Background: an optimization exercise with open tools, aiming at small area, a short achievable clock period and few clock cycles. Do not read the settings as production practice.
In this exercise RTL edits were held to simulation tests only and were not proved equivalent to the original.

==> flow/design.v, too long to show whole: its modules and the start of the top module <==
// module alu: 680 lines
module alu #(
    parameter INST_W = 4,
    parameter INT_W  = 6,
    parameter FRAC_W = 10,
    parameter DATA_W = INT_W + FRAC_W
)(
    input                      i_clk,
    input                      i_rst_n,
    input                      i_in_valid,
    output                     o_busy,
    input         [INST_W-1:0] i_inst,
    input  signed [DATA_W-1:0] i_data_a,
    input  signed [DATA_W-1:0] i_data_b,
    output                     o_out_valid,
    output        [DATA_W-1:0] o_data
);
  // ...
==> flow/flow/run.sh <==
#!/bin/bash
# The standard layout, with faster port buffers and timing repair aimed
# at a shorter period than the design's (the SDC itself is unchanged).
set -euo pipefail
bash standard.sh \
  BUFFER_PORTS_ARGS="-buffer_cell sky130_fd_sc_hd__buf_4" \
  SETUP_SLACK_MARGIN=20.5 \
  finish > standard.log 2>&1
==> flow/standard.sh <==
#!/bin/bash
# synth_recipe.tcl (not shown) runs the flow's synth.tcl, then flattens the netlist and writes it again
# the make line also repeats each setting of config.mk as NAME=value (left out here)
make -C /OpenROAD-flow-scripts/flow DESIGN_CONFIG=/design/flow/config.mk WORK_HOME=/design/flow/orfs CLKGATE_MAP_FILE= SYNTH_SCRIPT=/design/flow/synth_recipe.tcl "${@:-finish}"
==> flow/config.mk <==
export PLATFORM = sky130hd
export DESIGN_NAME = alu
export DESIGN_NICKNAME = alu
export VERILOG_FILES = /design/flow/design.v
export SDC_FILE = /design/flow/constraint.sdc
export NUM_CORES = 4
export LEC_CHECK = 0
export ABC_AREA = 1
export CAP_MARGIN = 20
export CORE_MARGIN = 2
export CORE_UTILIZATION = 40
export SLEW_MARGIN = 20
==> flow/constraint.sdc <==
create_clock -name core_clock -period 27.0 [get_ports {i_clk}]
set_input_delay 5.4000 -clock core_clock [delete_from_list [all_inputs] [get_ports {i_clk}]]
set_output_delay 5.4000 -clock core_clock [all_outputs]
set_load 0.01 [all_outputs]
==> impl_metrics.tcl, run 1 <==
set metrics [dict create \
    outcome "timing/DRC/antenna clean" \
    wl_met1_um 49080 \
    yosysSeqAreaShare_pct 21.79 \
    finish.utilization_pct 43.81 \
    synth.top_cell.area_share_pct 17.59 \
    path_buf_inv 1 \
    antenna_found_initial 2 \
    antennaDiodeCount 1 \
    die-width_um 275.6 \
    synth_compound_area_share_pct 14.59 \
    rsz0062_at_grt "true" \
    numCtsBuffers 30 \
    drtIter0Drc 4104 \
    layout_commonest_cell "nand2_1" \
    cp-start-kind "register" \
    met3WireLength_um 12780 \
    holdWs_ns 0.4421 \
    setup_slack_ns 20.49 \
    n_all_inverters 480 \
    sh_seq_area_pct 20.20 \
    yosys-top-cells-area "nand2_1 (18%), edfxtp_1 (13%), fa_1 (8.3%)" \
    ys_ff_latch 244 \
    final_cell_mix "nand2_1 (1378), inv_1 (446), nand3_1 (365), nor2_1 (299), o21ai_0 (216)" \
    ys_warn_count 2 \
    r2r-start "b0[13]" \
    finalHoldViolations 0 \
    cp_slowest_cell "dfrtp_1" \
    path_depth 1 \
    top_register "m" \
    r2r-end "acc[25]" \
    skew_ns 0.03593 \
    multi_input_cells 3497 \
    tapCellCount 959 \
    n_all_buffers 150 \
    grtUsageTotal_pct 31.55 \
    syn2layout_area_growth_pct 8.323 \
    cts_resized 18 \
    nets 4705 \
]
Testbench counts, summed over its fixed seeds: cycles 3,420.
==> run 2: changes to the inputs <==
--- a/flow/design.v
+++ b/flow/design.v
@@ -19,19 +19,16 @@
 reg [15:0] a0, b0;
 reg        busy_r;       
 reg        busy_i;       
 always @(posedge i_clk) begin
     op0 <= i_inst;
     b0  <= i_data_b;
     if (!busy_i) a0 <= i_data_a;
 end
-reg [10:0] u0;
-always @(posedge i_clk)
-    u0 <= i_data_a[11] ? (~i_data_a[10:0] + 11'd1) : i_data_a[10:0];
 reg        s1_res;       
 reg        s1_mac;       
 reg        s1_sin;       
 reg        s1_neg;       
 reg  [2:0] row_cnt;      
 reg  [3:0] t_cnt;        
 reg        out_valid_r;
 wire s0_res  = v0 && (op0 != 4'b1001);
@@ -52,17 +49,17 @@
         out_valid_r <= 1'b0;
     end else begin
         v0          <= i_in_valid;
         s1_res      <= s0_res;
         s1_mac      <= mac0;
         if (s0_row) row_cnt <= row_cnt + 3'd1;
         if (last_in) t_cnt <= 4'd9;
         else if (t_cnt != 4'd0) t_cnt <= t_cnt + 4'd1;
-        busy_r      <= last_in || (busy_r && (t_cnt != 4'd13));
+        busy_r      <= last_in || (t_cnt[3] && (t_cnt[2:0] != 3'd0) && (t_cnt[2:0] < 3'd5));
         busy_i      <= last_in || (busy_i && (t_cnt != 4'd13));
         out_valid_r <= last_in || s1_res || t_cnt[3];
     end
 end
 always @(posedge i_clk) begin
     s1_sin <= (op0 == 4'b0011);
     s1_neg <= a0[11];
 end
@@ -556,17 +553,17 @@
     else if (psign && acc[35] && !mac[35])  acc_n = {1'b1, {35{1'b0}}};
     else                                    acc_n = mac;
 end
 always @(posedge i_clk or negedge i_rst_n) begin
     if (!i_rst_n) acc <= 36'd0;
     else if (mac0) acc <= acc_n;
 end
 wire [11:0] sin_x = a0[11:0];
-wire [10:0] sin_u = u0;
+wire [10:0] sin_u = sin_x[11] ? (~sin_x[10:0] + 11'd1) : sin_x[10:0];
 wire [12:0] sin_rom;
 localparam [2047:0] SIN_T0 = 2048'h71c70e3c78f0e1e1e1f0f83e0f81f01f80ff00ff800fff800007fffffffffff80000fff800ff807f80f7871e38f1c71ce38c739c6739cc663319998cccccc9999b3266cd9366d936c926dbffe003ff007f807f80fc07e07e07c1f83e1f078471e38e71c71ce39c639ce718ce7398ce63399ccc66633333199999999b33332666ccd993266c99326c9b26c9b64db649b6d924924924924925b6d24b6d25b4b696d2d2d2d2d2d2d296b4a5ad294a5294a56b5a95ad4ad4ad5a952a54a952ad5aa55aad56ab55aa955aab556aa9556aaa5556aaa95554aaaad55556aaaaab55555552aaaaaaaaa55555555555555552aaaaaaaaaaaaaaaaaaaaaaaaaaaaaaaaaaaa;
 assign sin_rom[0] = SIN_T0[sin_u];
 localparam [2047:0] SIN_T1 = 2048'hfc0fe03f80fe01fe00ff801ff800fff8000ffff8000007fffffffffffffffffffff000000ffff8000f7f81fc0fe07e0fc0f83e0783e0f87c3e1e1f0f0f0f1e1e3c3870e1c78e1c70e38e3fffffc00007fff8000fff8007ff801ffc01ff8007e03f07e07e0fc1f83e0f81f0f83e0f07c3e1f0f8783c3c3e1e1e1e1e3c3c3c7870f1e1c3870e1c38f1c38f1c78e3871c71e38e38e38e38e39c71c738e39c738e71ce31ce31ce31ce738c631ce739ce7398c6319ce7318ce6319cc67319cce63399cce673399cce66333998cce6673339998ccce66673333199998cccccc666666633333333339999999999999999ccccccccccccccccccccccccccccccccccccc;
 assign sin_rom[1] = SIN_T1[sin_u];
 localparam [2047:0] SIN_T2 = 2048'h3ffe0007ffe0001ffff800007fffff800000007fffffffffffffffffffffffffffffffff3fffffff08001fff0007ff000ffc007fc00ff803fe01ff00ff01fe03fc07f01f80fe07f03f03ffffffffff80000000ffffff800001ffffe000078003ff8007ff001ffc00ffe00ffdff007fc01ff007fc03fc01fe01fe03fc03f807f01fe03f80fe03f01fc0fe07f03f81f81fc0fc0fc0fc0fc1f81f83f03e07c0f81f03e0fc1f03e0f83f07c1f07c1f07c1f07c1e0f83e0f07c1e0f87c1e0f07c3e1f0f87c3e1f0f87c3c1e0f0f8783c3e1e0f0f078783c3c1e1e1f0f0f0f87878783c3c3c3c3c1e1e1e1e1e1e1e1e0f0f0f0f0f0f0f0f0f0f0f0f0f0f0f0f0f0f0;
 assign sin_rom[2] = SIN_T2[sin_u];
 localparam [2047:0] SIN_T3 = 2048'h1ffffffe000000007ffffffffff8000000000000000000000000000000000000000003fffffffffffe0000007fffff000007ffff00003fffe0000fffe0003fff8001fff0007ffc003ffffffffffffffffff000000000001fffffffffffffc000007ffffe00000fffff00000007fffe00007fffc0001fffe0003fffc0007ffe0003fff0003ffe000fff8003ffe001fff000fff000ffe001ffc003ff800ffe003ff001ffc00ffc007fe007fe007fe007fe00ffc00ff801ff007fe00ff803fe00ff803fe00ff803fe00ff007fc03fe00ff007f803fc01fe01ff00ff007f807fc03fc03fc01fe01fe01fe01fe00ff00ff00ff00ff00ff00ff00ff00ff00ff00;
==> flow/flow/run.sh (replaced) <==
#!/bin/bash
# The standard layout, with faster port buffers, timing repair aimed at
# a shorter period than the design's (the SDC itself is unchanged), and a
# clock tree built without dummy loads.
set -euo pipefail
bash standard.sh \
  BUFFER_PORTS_ARGS="-buffer_cell sky130_fd_sc_hd__buf_4" \
  SETUP_SLACK_MARGIN=20.5 \
  CTS_ARGS="-sink_clustering_enable -repair_clock_nets -dont_use_dummy_load" \
  finish > standard.log 2>&1
==> flow/config.mk (replaced) <==
export PLATFORM = sky130hd
export DESIGN_NAME = alu
export DESIGN_NICKNAME = alu
export VERILOG_FILES = /design/flow/design.v
export SDC_FILE = /design/flow/constraint.sdc
export NUM_CORES = 4
export LEC_CHECK = 0
export ABC_AREA = 1
export CAP_MARGIN = 20
export CORE_MARGIN = 2
export CORE_UTILIZATION = 50
export SLEW_MARGIN = 20
==> impl_metrics.tcl, run 2 <==
set metrics [dict create \
    outcome "timing/DRC/antenna clean" \
    die-area_um2 59000 \
    overflow 0 \
    placed_cell_area_um2 29240 \
    drtIter0Drc 3845 \
    rows 87 \
    nets 4467 \
    ys_warn_count 2 \
    slew_viol_final 0 \
    netlist_top_cells_count "nand2_1 (1225), inv_1 (406), nand3_1 (343)" \
    clockBufferDepth 3 \
    layout_min_cycle_time_ns 6.511 \
    hpwl_um 89750 \
    yosysSeqAreaShare_pct 21.77 \
    crit_path_end_kind "output pin" \
    numCtsBuffers 27 \
    multi_input_area_um2 19660 \
    cts.sinks 233 \
    antenna_found_initial 4 \
    port_buffers 56 \
    ys.flop_type "edfxtp_1" \
    design_area_um2 30320 \
    maxCapViolCount 0 \
    layout_commonest_cell "nand2_1" \
    yosys.area.top_type "nand2_1" \
    setup_slack_ns 20.49 \
    crit_path_max_incr_delay_ns 0.41 \
    design.core.area_um2 56390 \
    grtUsageTotal_pct 40.63 \
    fin_crit_sh_pct 24.11 \
    drive_above_1_share_pct 7.213 \
    hold_class "reg -> reg" \
    grt_pass1_vias 29340 \
    cp_top_family "flip-flops" \
    dieHeight_um 242.9 \
    grt_pass1_wl_um 183300 \
    holdWs_ns 0.4394 \
    synth.top_cell.area_share_pct 16.11 \
    netlist_area_um2 28540 \
    yosysMostFrequentCell "nand2_1" \
    critPathRequiredTime_ns 21.60 \
    routedWlPerCell_um 24.85 \
    clk_latency_ns 0.57 \
    crit_fanout 1 \
    routed_wl_um 122500 \
    rsz0062_at_grt "true" \
    ant_nets 0 \
    largest_reg_flops 112 \
    setup_viol 0 \
    finish.utilization_pct 53.77 \
    die-width_um 242.9 \
    max-slew-margin-rel_pct 19.47 \
    tightest_slew_ns 1.195 \
    skew_ns 0.04651 \
    yosys-top-cells-area "nand2_1 (16%), edfxtp_1 (14%), fa_1 (8.6%)" \
    synth.distinct_cells 65 \
    cts_tree "yes" \
    postSynthCellCount 4236 \
    vias 30825 \
    cp_slowest_cell "dfrtp_1" \
    cts_root_buffer "clkbuf_16" \
    place_inst 4876 \
    stdcell_count 4930 \
    grt_max_degree 90 \
    setup_tns_ns 0 \
    timing.fmax_mhz 153.6 \
    ys_ff_latch 233 \
    synth-async-reset-ratio_pct 21.03 \
    firstDrtPassIters 8 \
    reg_top3 "m x112, acc x36" \
    place.gp.congestion 1.056 \
    top_register "m" \
    critical_path.cell_chain "buf_6" \
    h-tree-depth 1 \
    io_pins 57 \
    critPathKind "reg -> out" \
    pre_cts_ws_ns 19.58 \
    seqCellArea_um2 6226 \
    cp.arrival_ns 1.11 \
    syn2layout_area_growth_pct 6.252 \
    initial_utilization_pct 50.61 \
    path_buf_inv 1 \
    path_clk_slew_ns 0.06 \
    viasPerCell 6.253 \
    final_cell_mix "nand2_1 (1219), inv_1 (399), nand3_1 (343), nor2_1 (259), a21oi_1 (227)" \
    syn-num-nets 4528 \
    nFillCells 5856 \
    cp-start-kind "register" \
    remaining_drc_errors 0 \
    finalHoldViolations 0 \
    synth-edff-count 130 \
    syn_avg_cell_area_um2 6.737 \
]
run 2: cell types whose count changed in the layout (fill, tap and decap cells not counted), sizes merged, moves of 8 or more:
cell      before   now
xor2         198   190
nand3        371   346
a21oi        212   228
inv          466   422
nor2         323   283
clkinv        14     4
dfxtp         65    54
o21ai        255   290
clkbuf        35    27
ha           140   130
clkinvlp      15     7
a22oi          5    24
nor3          39    29
nand2       1401  1256
run 2: kinds of logic (layout without fill, tap and decap cells):
kind of cell,after synthesis,count (layout),share of synthesized area [%]
other,0,1,0
and+or+nand+nor,2028,2028,30.12
buffers and inverters,669,606,9.857
xor gates and xnor gates,234,234,7.274
adders and majority gates,253,253,14.33
DFF,233,233,21.77
muxes,5,5,0.1798
AOI/OAI and AO/OA,814,814,16.48
run 2: what timing repair did:
action                                  4_1_cts  5_1_grt
hold buffers                                  0        0
endpoints found under the setup margin       38       36
setup buffers                                 0       26
pin swaps                                     0        5
gates resized for setup                      14       41
run 2: cell type report:
| cell class | instances | share of cell area, % |
|---|---|---|
| multi-input cells | 3334 | 64.82 |
| flip-flops and latches | 233 | 20.53 |
| inverters | 434 | 5.587 |
| repair buffers | 145 | 3.697 |
| well taps | 756 | 3.120 |
| clock buffers | 27 | 2.228 |
| diodes | 1 | 0.008253 |
run 2: final timing paths:
path                          from  slack [ns]    endpoint  cells after the start
hold reg to reg            m[5][9]        0.44    m[5][11]                      0
min in group asynchronous  i_rst_n        4.86  row_cnt[1]                      1
setup / recovery            busy_r       20.49      o_busy                      1
hold / removal             m[5][9]        0.44    m[5][11]                      0
setup reg to reg            b0[15]       20.85      acc[8]                     24
max in group asynchronous  i_rst_n       21.64     acc[31]                      1
run 2: per-layer routing:
metal / global-route usage, % / part of all wire [%]
met1: 51.86 / 38
met2: 61.98 / 43
met3: 6.977 / 10
met4: 29.77 / 9.0
met5: 0 / 0.013
Testbench counts of run 2, summed over its fixed seeds: cycles 3,420.
==> run 3: changes to the inputs <==
--- a/flow/config.mk
+++ b/flow/config.mk
@@ -9,4 +9,4 @@
 export CAP_MARGIN = 20
 export CORE_MARGIN = 2
-export CORE_UTILIZATION = 50
+export CORE_UTILIZATION = 40
 export SLEW_MARGIN = 20
==> impl_metrics.tcl, run 3 <==
set metrics [dict create \
    outcome "timing/DRC/antenna clean" \
    h-tree-depth 1 \
    viasPerCell 6.001 \
    cts_root_buffer "clkbuf_16" \
    synth-edff-count 130 \
    synth.distinct_cells 65 \
    use_met2_pct 47.17 \
    cp_slowest_cell "dfrtp_1" \
    netlist_top_cells_count "nand2_1 (1225), inv_1 (406), nand3_1 (343)" \
    vias 30684 \
    place.gp.congestion 1.018 \
    design.core.area_um2 70270 \
    yosysSeqAreaShare_pct 21.77 \
    postSynthCellCount 4236 \
    hold_class "reg -> reg" \
    cp.arrival_ns 1.11 \
    setup_tns_ns 0 \
    ys_warn_count 2 \
    cts.sinks 233 \
    routed_wl_um 123100 \
    crit_path_max_incr_delay_ns 0.41 \
    nets 4465 \
    finalHoldViolations 0 \
    seqCellArea_um2 6223 \
    rsz0062_at_grt "true" \
    stdcell_count 5113 \
    rows 97 \
    critical_path.cell_chain "buf_6" \
    syn-num-nets 4528 \
    yosys-top-cells-area "nand2_1 (16%), edfxtp_1 (14%), fa_1 (8.6%)" \
    io_pins 57 \
    use_met1_pct 46.55 \
    routedWlPerCell_um 24.07 \
    syn_avg_cell_area_um2 6.737 \
    cp-start-kind "register" \
    path_buf_inv 1 \
    multi_input_area_um2 19650 \
    ant_nets 0 \
    critPathRequiredTime_ns 21.60 \
    initial_utilization_pct 40.61 \
    place_inst 5059 \
    grt_pass1_wl_um 183300 \
    crit_path_end_kind "output pin" \
    tightest_slew_ns 1.221 \
    r2r.worst_path.cells 23 \
    hold_path_depth 0 \
    ys.flop_type "edfxtp_1" \
    cts_tree "yes" \
    slew_viol_final 0 \
    max-slew-margin-rel_pct 18.53 \
    crit_fanout 1 \
    skew_ns 0.02380 \
    grt_pass1_vias 28589 \
    hpwl_um 90890 \
    final_cell_mix "nand2_1 (1215), inv_1 (399), nand3_1 (343), nor2_1 (261), a21oi_1 (228)" \
    top_usage_layer "met2" \
    timing.fmax_mhz 153.7 \
    die-area_um2 73490 \
    fin_crit_sh_pct 24.09 \
    netlist_area_um2 28540 \
    die-width_um 271.1 \
    overflow 0 \
    clockBufferDepth 3 \
    critPathKind "reg -> out" \
    drive_above_1_share_pct 7.169 \
    port_buffers 56 \
    layout_commonest_cell "nand2_1" \
    yosysMostFrequentCell "nand2_1" \
    clk_latency_ns 0.56 \
    cp_top_family "flip-flops" \
    grt_max_degree 86 \
    top_register "m" \
    grtUsageTotal_pct 32.52 \
    synth-async-reset-ratio_pct 21.03 \
    ys_ff_latch 233 \
    remaining_drc_errors 0 \
    drtIter0Drc 4290 \
    nFillCells 7456 \
    layout_min_cycle_time_ns 6.505 \
    reg_top3 "m x112, acc x36" \
    path_clk_slew_ns 0.06 \
    firstDrtPassIters 6 \
    use_met3_pct 7.970 \
    antenna_found_initial 1 \
    syn2layout_area_growth_pct 6.827 \
    dieHeight_um 271.1 \
    synth.top_cell.area_share_pct 16.11 \
    largest_reg_flops 112 \
    numCtsBuffers 26 \
    maxCapViolCount 0 \
    path_depth 1 \
    setup_viol 0 \
    yosys.area.top_type "nand2_1" \
]
[run 3: cell count changes in the layout (fill, tap and decap cells not counted), moves of 2 or more]
| cell | previous run | this run |
|---|---|---|
| nand2_1 | 1219 | 1215 |
| buf_6 | 2 | 8 |
| nand2_4 | 4 | 6 |
| nor2_1 | 259 | 261 |
| buf_12 | 2 | 0 |
| buf_4 | 141 | 136 |
| nand2_2 | 33 | 35 |
| nor2_4 | 12 | 10 |
[run 3: cell type report]
| type | count | share of cell area [%] |
|---|---|---|
| antenna | 2 | 0.01642 |
| clock buffer | 26 | 2.134 |
| inverter | 434 | 5.488 |
| multi-input combinational | 3334 | 64.44 |
| sequential | 233 | 20.42 |
| tap | 940 | 3.858 |
| timing repair buffer | 144 | 3.645 |
[run 3: stage by stage]
stage | util (%) | hold WS, ns | cell area, um^2 | worst slack, ns
after floorplan | - | 0.4125 | 28540 | 20.83
after global placement | 41.91 | 0.4307 | 29450 | 19.76
after detailed placement | 41.91 | 0.4335 | 29450 | 19.68
after CTS | 42.97 | 0.4452 | 30200 | 20.47
after global routing | 43.37 | 0.4564 | 30480 | 20.47
final | 43.38 | 0.4453 | 30480 | 20.49
[run 3: kinds of logic after synthesis]
group,count (synthesis),share of synthesized area (%)
multiplexers,5,0.1798
buffers and inverters,669,9.857
flip-flops,233,21.77
adder cells (fa/ha/maj),253,14.33
XOR/XNOR,234,7.274
AND/OR/NAND/NOR,2028,30.12
AO/OA/AOI/OAI,814,16.48
[run 3: worst paths after layout]
check	from	end	slack (ns)
max	busy_r	o_busy	20.49
max in group asynchronous	i_rst_n	acc[11]	21.55
min reg2reg	m[5][7]	m[5][9]	0.45
min	m[5][7]	m[5][9]	0.45
min in group asynchronous	i_rst_n	out_valid_r	4.90
max reg2reg	a0[1]	r1[2]	20.58
[run 3: per-layer routing]
metal	up-vias	routed length, um	part of all wire [%]
met5	-	0	0
met2	1988	50880	41
li1	13971	-	-
met4	0	5017	4.1
met3	314	14880	12
met1	14411	52290	42
[run 3: timing repair]
item,CTS,global route
gates resized for setup,19,39
gates cloned,0,0
hold buffers,0,0
setup buffers,5,21
setup endpoints to repair,41,36
pin swaps,2,1
==> run 4: changes to the inputs <==
==> flow/flow/run.sh (replaced) <==
#!/bin/bash
# The standard layout, with faster port buffers, timing repair aimed at
# a shorter period than the design's (the SDC itself is unchanged), and a
# clock tree built without dummy loads and with smaller leaf buffers.
set -euo pipefail
bash standard.sh \
  BUFFER_PORTS_ARGS="-buffer_cell sky130_fd_sc_hd__buf_4" \
  SETUP_SLACK_MARGIN=20.5 \
  CTS_ARGS="-sink_clustering_enable -repair_clock_nets -dont_use_dummy_load -sink_clustering_buffer sky130_fd_sc_hd__clkbuf_8" \
  finish > standard.log 2>&1
--- a/flow/config.mk
+++ b/flow/config.mk
@@ -9,4 +9,4 @@
 export CAP_MARGIN = 20
 export CORE_MARGIN = 2
-export CORE_UTILIZATION = 40
+export CORE_UTILIZATION = 50
 export SLEW_MARGIN = 20
==> impl_metrics.tcl, run 4 <==
set metrics [dict create \
    h-tree-depth 2 \
    setup_tns_ns 0 \
    cts-hold-fix-buffers 0 \
    overflow 0 \
    outcome "timing/DRC/antenna clean" \
    top_usage_layer "met2" \
    cp_top_family "flip-flops" \
    ant_nets 0 \
    grt_pass1_wl_um 183200 \
    yosysMostFrequentCell "nand2_1" \
    hpwl_um 89750 \
    crit_fanout 1 \
    ys_warn_count 2 \
    drive_above_1_share_pct 7.339 \
    firstDrtPassIters 7 \
    placed_cell_area_um2 29240 \
    syn_avg_cell_area_um2 6.737 \
    use_met1_pct 51.16 \
    nets 4477 \
    critical_path.cell_chain "buf_6" \
    ys_ff_latch 233 \
    maxCapViolCount 0 \
    cts_root_buffer "clkbuf_16" \
    clockBufferDepth 3 \
    drtIter0Drc 4073 \
    cts_tree "yes" \
    rsz0062_at_grt "true" \
    stdcell_count 4942 \
    netlist_top_cells_count "nand2_1 (1225), inv_1 (406), nand3_1 (343)" \
    largest_reg_flops 112 \
    syn2layout_area_growth_pct 5.990 \
    final_cell_mix "nand2_1 (1219), inv_1 (400), nand3_1 (343), nor2_1 (260), a21oi_1 (227)" \
    routed_wl_um 122900 \
    cts.sinks 233 \
    yosysSeqAreaShare_pct 21.77 \
    viasPerCell 6.238 \
    grt_pass1_vias 29465 \
    clk_latency_ns 0.54 \
    setup_viol 0 \
    die-area_um2 59000 \
    max-slew-margin-rel_pct 26.92 \
    cp_slowest_cell "dfrtp_1" \
    rows 87 \
    crit_path_end_kind "output pin" \
    use_met3_pct 8.038 \
    dieHeight_um 242.9 \
    syn-num-nets 4528 \
    port_buffers 56 \
    netlist_area_um2 28540 \
    critPathKind "reg -> out" \
    slew_viol_final 0 \
    tightest_slew_ns 1.096 \
    place_inst 4876 \
    numCtsBuffers 44 \
    ys.flop_type "edfxtp_1" \
    skew_ns 0.06239 \
    grt_max_degree 90 \
    initial_utilization_pct 50.61 \
    cp-start-kind "register" \
    fin_crit_sh_pct 24.06 \
    design_area_um2 30250 \
    synth.distinct_cells 65 \
    timing.fmax_mhz 154.0 \
    critPathRequiredTime_ns 21.60 \
    routedWlPerCell_um 24.87 \
    finalHoldViolations 0 \
    antenna_found_initial 4 \
    io_pins 57 \
    grtUsageTotal_pct 40.76 \
    place.gp.congestion 1.056 \
    design.core.area_um2 56390 \
    hold_class "reg -> reg" \
    path_clk_slew_ns 0.06 \
    synth-async-reset-ratio_pct 21.03 \
    synth-edff-count 130 \
    yosys-top-cells-area "nand2_1 (16%), edfxtp_1 (14%), fa_1 (8.6%)" \
    remaining_drc_errors 0 \
    synth.top_cell.area_share_pct 16.11 \
    use_met2_pct 62.55 \
    reg_top3 "m x112, acc x36" \
    die-width_um 242.9 \
    layout_min_cycle_time_ns 6.495 \
    layout_commonest_cell "nand2_1" \
    path_buf_inv 1 \
    vias 30830 \
    top_register "m" \
    crit_path_max_incr_delay_ns 0.42 \
    postSynthCellCount 4236 \
    cp.arrival_ns 1.10 \
    yosys.area.top_type "nand2_1" \
]
==> run 4: worst paths after layout <==
kind                       slack (ns)  startpoint  depth (start not counted)          to
min in group asynchronous        4.90     i_rst_n                          1  row_cnt[1]
max in group asynchronous       21.58     i_rst_n                          1     acc[26]
min reg2reg                      0.40     m[6][9]                          0    m[6][11]
max                             20.50      busy_r                          1      o_busy
max reg2reg                     20.85       b0[7]                         21     acc[21]
min                              0.40     m[6][9]                          0    m[6][11]
==> run 4: final cells by class <==
cell class / instances / area, um^2
antenna: 3 / 7.507
fill: 5839 / 26140
sequential: 233 / 6223
timing repair buffer: 138 / 1064
tap: 756 / 945.9
inverter: 434 / 1690
multi-input combinational: 3334 / 19650
clock buffer: 44 / 661.9
==> run 4: logic make-up after synthesis <==
| logic type | synth area share, % |
|---|---|
| simple gates | 30.12 |
| buf+inv | 9.857 |
| xor+xnor | 7.274 |
| fa+ha+maj | 14.33 |
| mux | 0.1798 |
| flops | 21.77 |
| compound gates | 16.48 |
==> run 4: through the flow <==
stage               utilization, %  worst slack (ns)  hold WS, ns
floorplan                        -             20.83       0.4125
global placement             51.85             19.70       0.4309
detailed placement           51.85             19.58       0.4327
CTS                          53.11             20.48       0.4029
global route                 53.63             20.48       0.4168
finish                       53.64             20.50       0.4013
==> run 4: timing repair <==
action	in CTS	in global routing
resized for setup	13	37
pin swaps	0	4
setup endpoints to repair	37	36
buffers inserted	1	18
==> run 4: routing by layer <==
layer | vias to the layer above | part of all wire, %
met2 | 2058 | 43
met1 | 14161 | 38
met3 | 613 | 10
met5 | - | 0.0089
li1 | 13996 | -
met4 | 2 | 8.6
==> run 5: changes to the inputs <==
--- a/flow/flow/run.sh
+++ b/flow/flow/run.sh
@@ -5,5 +5,5 @@
 set -euo pipefail
 bash standard.sh \
-  BUFFER_PORTS_ARGS="-buffer_cell sky130_fd_sc_hd__buf_4" \
+  BUFFER_PORTS_ARGS="-buffer_cell sky130_fd_sc_hd__buf_2" \
   SETUP_SLACK_MARGIN=20.5 \
   CTS_ARGS="-sink_clustering_enable -repair_clock_nets -dont_use_dummy_load -sink_clustering_buffer sky130_fd_sc_hd__clkbuf_8" \
==> impl_metrics.tcl, run 5 <==
set metrics [dict create \
    outcome "timing/DRC/antenna clean" \
    cts_root_buffer "clkbuf_16" \
    reg_top3 "m x112, acc x36" \
    holdWs_ns 0.4432 \
    yosysSeqAreaShare_pct 21.77 \
    hpwl_um 90950 \
    r2r-start "b0[0]" \
    cp_top_family "flip-flops" \
    rsz0062_at_grt "true" \
    port_buffers 56 \
    ys_warn_count 2 \
    numCtsBuffers 43 \
    layout_commonest_cell "nand2_1" \
    critical_path.cell_chain "buf_2" \
    clk_latency_ns 0.53 \
    top_register "m" \
    grt_pass1_vias 29163 \
    cp_slowest_cell "dfxtp_1" \
    crit_start "o_data_r[0]" \
    drtIter0Drc 3757 \
    nets 4490 \
    cts.sinks 233 \
    place.gp.congestion 1.060 \
    antennaDiodeCount 0 \
    crit_path_end "o_data[0]" \
    tightest_slew_ns 1.113 \
    path_buf_inv 1 \
    io_pins 57 \
    max-slew-margin-rel_pct 25.72 \
    final_cell_mix "nand2_1 (1216), inv_1 (400), nand3_1 (343), nor2_1 (258), a21oi_1 (227)" \
    r2r-end "acc[8]" \
    routed_wl_um 123200 \
    cts-hold-fix-buffers 0 \
    ys_ff_latch 233 \
    routedWlPerCell_um 24.87 \
    crit_path_max_incr_delay_ns 0.38 \
    finalHoldViolations 0 \
    dieHeight_um 242.9 \
    path_depth 1 \
    synth.top_cell.area_share_pct 16.11 \
    grt_max_degree 90 \
    cts_tree "yes" \
    setup_viol 0 \
    die-area_um2 59000 \
    crit_fanout 1 \
    synth-edff-count 130 \
    reg2reg_slack_ns 20.77 \
    firstDrtPassIters 8 \
    path_clk_slew_ns 0.06 \
    vias 30766 \
    cp.arrival_ns 1.06 \
    pre_cts_ws_ns 19.38 \
    hold_class "reg -> reg" \
    grt_pass1_wl_um 182900 \
    drive_above_1_share_pct 7.793 \
    timing.fmax_mhz 154.7 \
    critPathRequiredTime_ns 21.60 \
    setup_tns_ns 0 \
    netlist_area_um2 28540 \
    cp-start-kind "register" \
    antenna_found_initial 4 \
    syn2layout_area_growth_pct 5.792 \
    grtUsageTotal_pct 40.73 \
    clockBufferDepth 3 \
    overflow 0 \
    h-tree-depth 2 \
    slew_viol_final 0 \
    yosysMostFrequentCell "nand2_1" \
    synth.distinct_cells 65 \
    fin_crit_sh_pct 23.94 \
    r2r.worst_path.cells 24 \
    crit_path_end_kind "output pin" \
    layout_min_cycle_time_ns 6.465 \
    maxCapViolCount 0 \
    syn_avg_cell_area_um2 6.737 \
    syn-num-nets 4528 \
    viasPerCell 6.213 \
    skew_ns 0.04979 \
    critPathKind "reg -> out" \
    die-width_um 242.9 \
    remaining_drc_errors 0 \
    largest_reg_flops 112 \
    ys.flop_type "edfxtp_1" \
    design.core.area_um2 56390 \
    synth-async-reset-ratio_pct 21.03 \
    netlist_top_cells_count "nand2_1 (1225), inv_1 (406), nand3_1 (343)" \
    postSynthCellCount 4236 \
    rows 87 \
    yosys.area.top_type "nand2_1" \
    ant_nets 0 \
    yosys-top-cells-area "nand2_1 (16%), edfxtp_1 (14%), fa_1 (8.6%)" \
    setup_slack_ns 20.54 \
    initial_utilization_pct 50.61 \
]
[run 5: cell counts after synthesis]
Identical to the previous run, type by type.
[run 5: how the worst min path moves through the flow]
stage,from,end,cells past startpoint
2_1_floorplan,s1_res,out_valid_r,1
3_3_place_gp,m[1][6],m[1][8],0
3_5_place_dp,m[2][6],m[2][8],0
4_1_cts,m[4][2],m[4][4],0
5_1_grt,m[2][8],m[2][10],0
6_report,m[5][2],m[5][4],0
[run 5: final cells by class]
| class | instances | area (um^2) |
|---|---|---|
| tap | 756 | 945.9 |
| sequential | 233 | 6227 |
| timing repair buffer | 152 | 1030 |
| inverter | 434 | 1669 |
| clock buffer | 43 | 648.1 |
| fill | 5832 | 26200 |
| multi-input combinational | 3334 | 19670 |
[run 5: logic make-up after synthesis]
family,Yosys count,synth area share [%]
DFF,233,21.77
xor gates and xnor gates,234,7.274
buffers and inverters,669,9.857
adders and majority gates,253,14.33
and+or+nand+nor,2028,30.12
AOI/OAI and AO/OA,814,16.48
muxes,5,0.1798
[run 5: what timing repair did]
action / in CTS / in global routing
cloned: 0 / 0
resized for setup: 23 / 33
setup endpoints to repair: 36 / 36
setup buffers: 5 / 29
pin swaps: 0 / 5
[run 5: layer usage]
metal	vias to the layer above	part of all wire [%]	GRT usage, %	routed length [um]
li1	14021	-	-	-
met3	577	10	8.061	12350
met2	1955	44	63.48	53600
met1	14213	38	50.83	47060
met5	-	0	0	0
met4	0	8.3	28.15	10170
[run 5: metrics by stage]
step	instances	instance area (um^2)	utilization [%]
after floorplan	4236	28540	-
after global placement	4875	29090	51.59
after detailed placement	4875	29090	51.59
after CTS	4923	29840	52.93
after global routing	4952	30190	53.54
final	4952	30190	53.54
==> run 6: changes to the inputs <==
--- a/flow/config.mk
+++ b/flow/config.mk
@@ -9,4 +9,4 @@
 export CAP_MARGIN = 20
 export CORE_MARGIN = 2
-export CORE_UTILIZATION = 50
+export CORE_UTILIZATION = 60
 export SLEW_MARGIN = 20
==> impl_metrics.tcl, run 6 <==
set metrics [dict create \
    outcome "timing/DRC/antenna clean" \
    critPathRequiredTime_ns 21.60 \
    critical_path.cell_chain "buf_2" \
    layout_commonest_cell "nand2_1" \
    ys_warn_count 2 \
    drive_above_1_share_pct 7.874 \
    timing.fmax_mhz 154.6 \
    pre_cts_ws_ns 19.56 \
    largest_reg_flops 112 \
    setup_slack_ns 20.53 \
    syn-num-nets 4528 \
    tightest_slew_ns 1.270 \
    drtIter0Drc 4965 \
    top_register "m" \
    path_buf_inv 1 \
    yosysMostFrequentCell "nand2_1" \
    crit_path_max_incr_delay_ns 0.40 \
    cp-start-kind "register" \
    nets 4485 \
    yosys.area.top_type "nand2_1" \
    skew_ns 0.04317 \
    grt_pass1_vias 29693 \
    remaining_drc_errors 0 \
    die-width_um 222.1 \
    clk_latency_ns 0.53 \
    synth-edff-count 130 \
    routedWlPerCell_um 24.82 \
    grt_pass1_wl_um 176900 \
    cp_slowest_cell "dfrtp_1" \
    finish.utilization_pct 64.07 \
    final_cell_mix "nand2_1 (1215), inv_1 (396), nand3_1 (343), nor2_1 (258), a21oi_1 (228)" \
    port_buffers 56 \
    synth-async-reset-ratio_pct 21.03 \
    fin_crit_sh_pct 23.96 \
    netlist_top_cells_count "nand2_1 (1225), inv_1 (406), nand3_1 (343)" \
    netlist_area_um2 28540 \
    syn_avg_cell_area_um2 6.737 \
    design_area_um2 29960 \
    design.core.area_um2 46750 \
    ant_nets 0 \
    rows 79 \
    cts_root_buffer "clkbuf_16" \
    nFillCells 4380 \
    maxCapViolCount 0 \
    cts.sinks 233 \
    vias 31760 \
    postSynthCellCount 4236 \
    rsz0062_at_grt "false" \
    routed_wl_um 119100 \
    grtUsageTotal_pct 46.93 \
    slew_viol_final 0 \
    grt_max_degree 83 \
    die-area_um2 49320 \
    hold_class "reg -> reg" \
    reg_top3 "m x112, acc x36" \
    yosys-top-cells-area "nand2_1 (16%), edfxtp_1 (14%), fa_1 (8.6%)" \
    ys.flop_type "edfxtp_1" \
    overflow 0 \
    antenna_found_initial 3 \
    cp.arrival_ns 1.07 \
    syn2layout_area_growth_pct 4.972 \
    clockBufferDepth 3 \
    synth.top_cell.area_share_pct 16.11 \
    cts-hold-fix-buffers 0 \
    holdWs_ns 0.4138 \
    cp_top_family "flip-flops" \
    path_clk_slew_ns 0.06 \
    cts_tree "yes" \
    io_pins 57 \
    firstDrtPassIters 9 \
    critPathKind "reg -> out" \
    crit_path_end_kind "output pin" \
    max-slew-margin-rel_pct 15.22 \
    yosysSeqAreaShare_pct 21.77 \
    synth.distinct_cells 65 \
    setup_tns_ns 0 \
    ys_ff_latch 233 \
    crit_fanout 1 \
    setup_viol 0 \
    layout_min_cycle_time_ns 6.469 \
    hpwl_um 84840 \
    numCtsBuffers 40 \
    place.gp.congestion 1.070 \
    dieHeight_um 222.1 \
    viasPerCell 6.617 \
    placed_cell_area_um2 28860 \
    finalHoldViolations 0 \
    initial_utilization_pct 61.04 \
    h-tree-depth 2 \
]
## run 6: cell counts after synthesis
Identical to the previous run, type by type.
## run 6: cell families after synthesis
group                    after synthesis  synth area share [%]
adder cells (fa/ha/maj)              253                 14.33
buffers and inverters                669                 9.857
AND/OR/NAND/NOR                     2028                 30.12
AO/OA/AOI/OAI                        814                 16.48
multiplexers                           5                0.1798
XOR/XNOR                             234                 7.274
flip-flops                           233                 21.77
## run 6: what timing repair did
| item | CTS | global route |
|---|---|---|
| buffers inserted | 2 | 33 |
| pin swaps | 1 | 5 |
| endpoints found under the setup margin | 36 | 35 |
| cloned | 0 | 3 |
| resized for setup | 18 | 50 |
## run 6: cell type report
class | count | area [um^2] | share of cell area (%)
well taps | 607 | 759.5 | 2.535
inverters | 434 | 1688 | 5.635
multi-input cells | 3334 | 19670 | 65.65
repair buffers | 147 | 982.2 | 3.279
flip-flops and latches | 233 | 6232 | 20.81
diodes | 2 | 5.005 | 0.01671
repair inverters | 3 | 16.27 | 0.05430
clock buffers | 40 | 606.8 | 2.026
## run 6: final timing paths
| kind | start | end | slack (ns) | cells after the start |
|---|---|---|---|---|
| max reg2reg | a0[14] | acc[4] | 20.63 | 22 |
| min in group asynchronous | i_rst_n | row_cnt[0] | 4.99 | 2 |
| min reg2reg | m[6][7] | m[6][9] | 0.41 | 0 |
| max in group asynchronous | i_rst_n | acc[28] | 21.52 | 2 |
| min | m[6][7] | m[6][9] | 0.41 | 0 |
| max | busy_r | o_busy | 20.53 | 1 |
## run 6: per-stage QoR
stage / instances
2_1_floorplan: 4236
6_report: 4800
3_3_place_gp: 4719
5_1_grt: 4799
4_1_cts: 4762
3_5_place_dp: 4720
## run 6: routing by layer
layer / part of all wire, % / global-route usage (%) / routed length, um
met1: 35 / 57.32 / 41690
met2: 42 / 71.44 / 50480
met3: 13 / 11.71 / 15950
met4: 9.2 / 35.79 / 11000
met5: 0 / 0 / 0

## re-timing with driven ports
The flow's constraints put no driver on any port. The routed layouts listed below were extracted and timed again, unchanged, in two steps.
Step 1 assumes that a clkbuf_16 drives the clock port and a buf_2 every other input.
Step 2 also shifts input and output timing later by t, the mid clock arrival at the registers, as if the neighbouring blocks saw the same clock.
a / b / c = no drivers / after step 1 / after step 2; a / b = the first two.
| run | t, ns | setup WS [ns] | worst setup path at the end | cell pins on the clock port's net |
|---|---|---|---|---|
| run 1 | 0.662 | 20.488 / 20.423 / 20.305 | input to register | 1 |
| run 2 | 0.607 | 20.489 / 20.431 / 20.288 | input to register | 1 |
| run 3 | 0.606 | 20.495 / 20.433 / 20.158 | input to register | 1 |
| run 4 | 0.564 | 20.505 / 20.449 / 20.354 | input to register | 1 |
| run 5 | 0.566 | 20.535 / 20.478 / 20.375 | input to register | 1 |
| run 6 | 0.561 | 20.531 / 20.479 / 20.356 | input to register | 1 |
After both steps setup and hold are still met in every run listed. For run 3, which loses most, drivers alone change the setup slack by -0.062 ns; drivers and shift together by -0.337 ns.
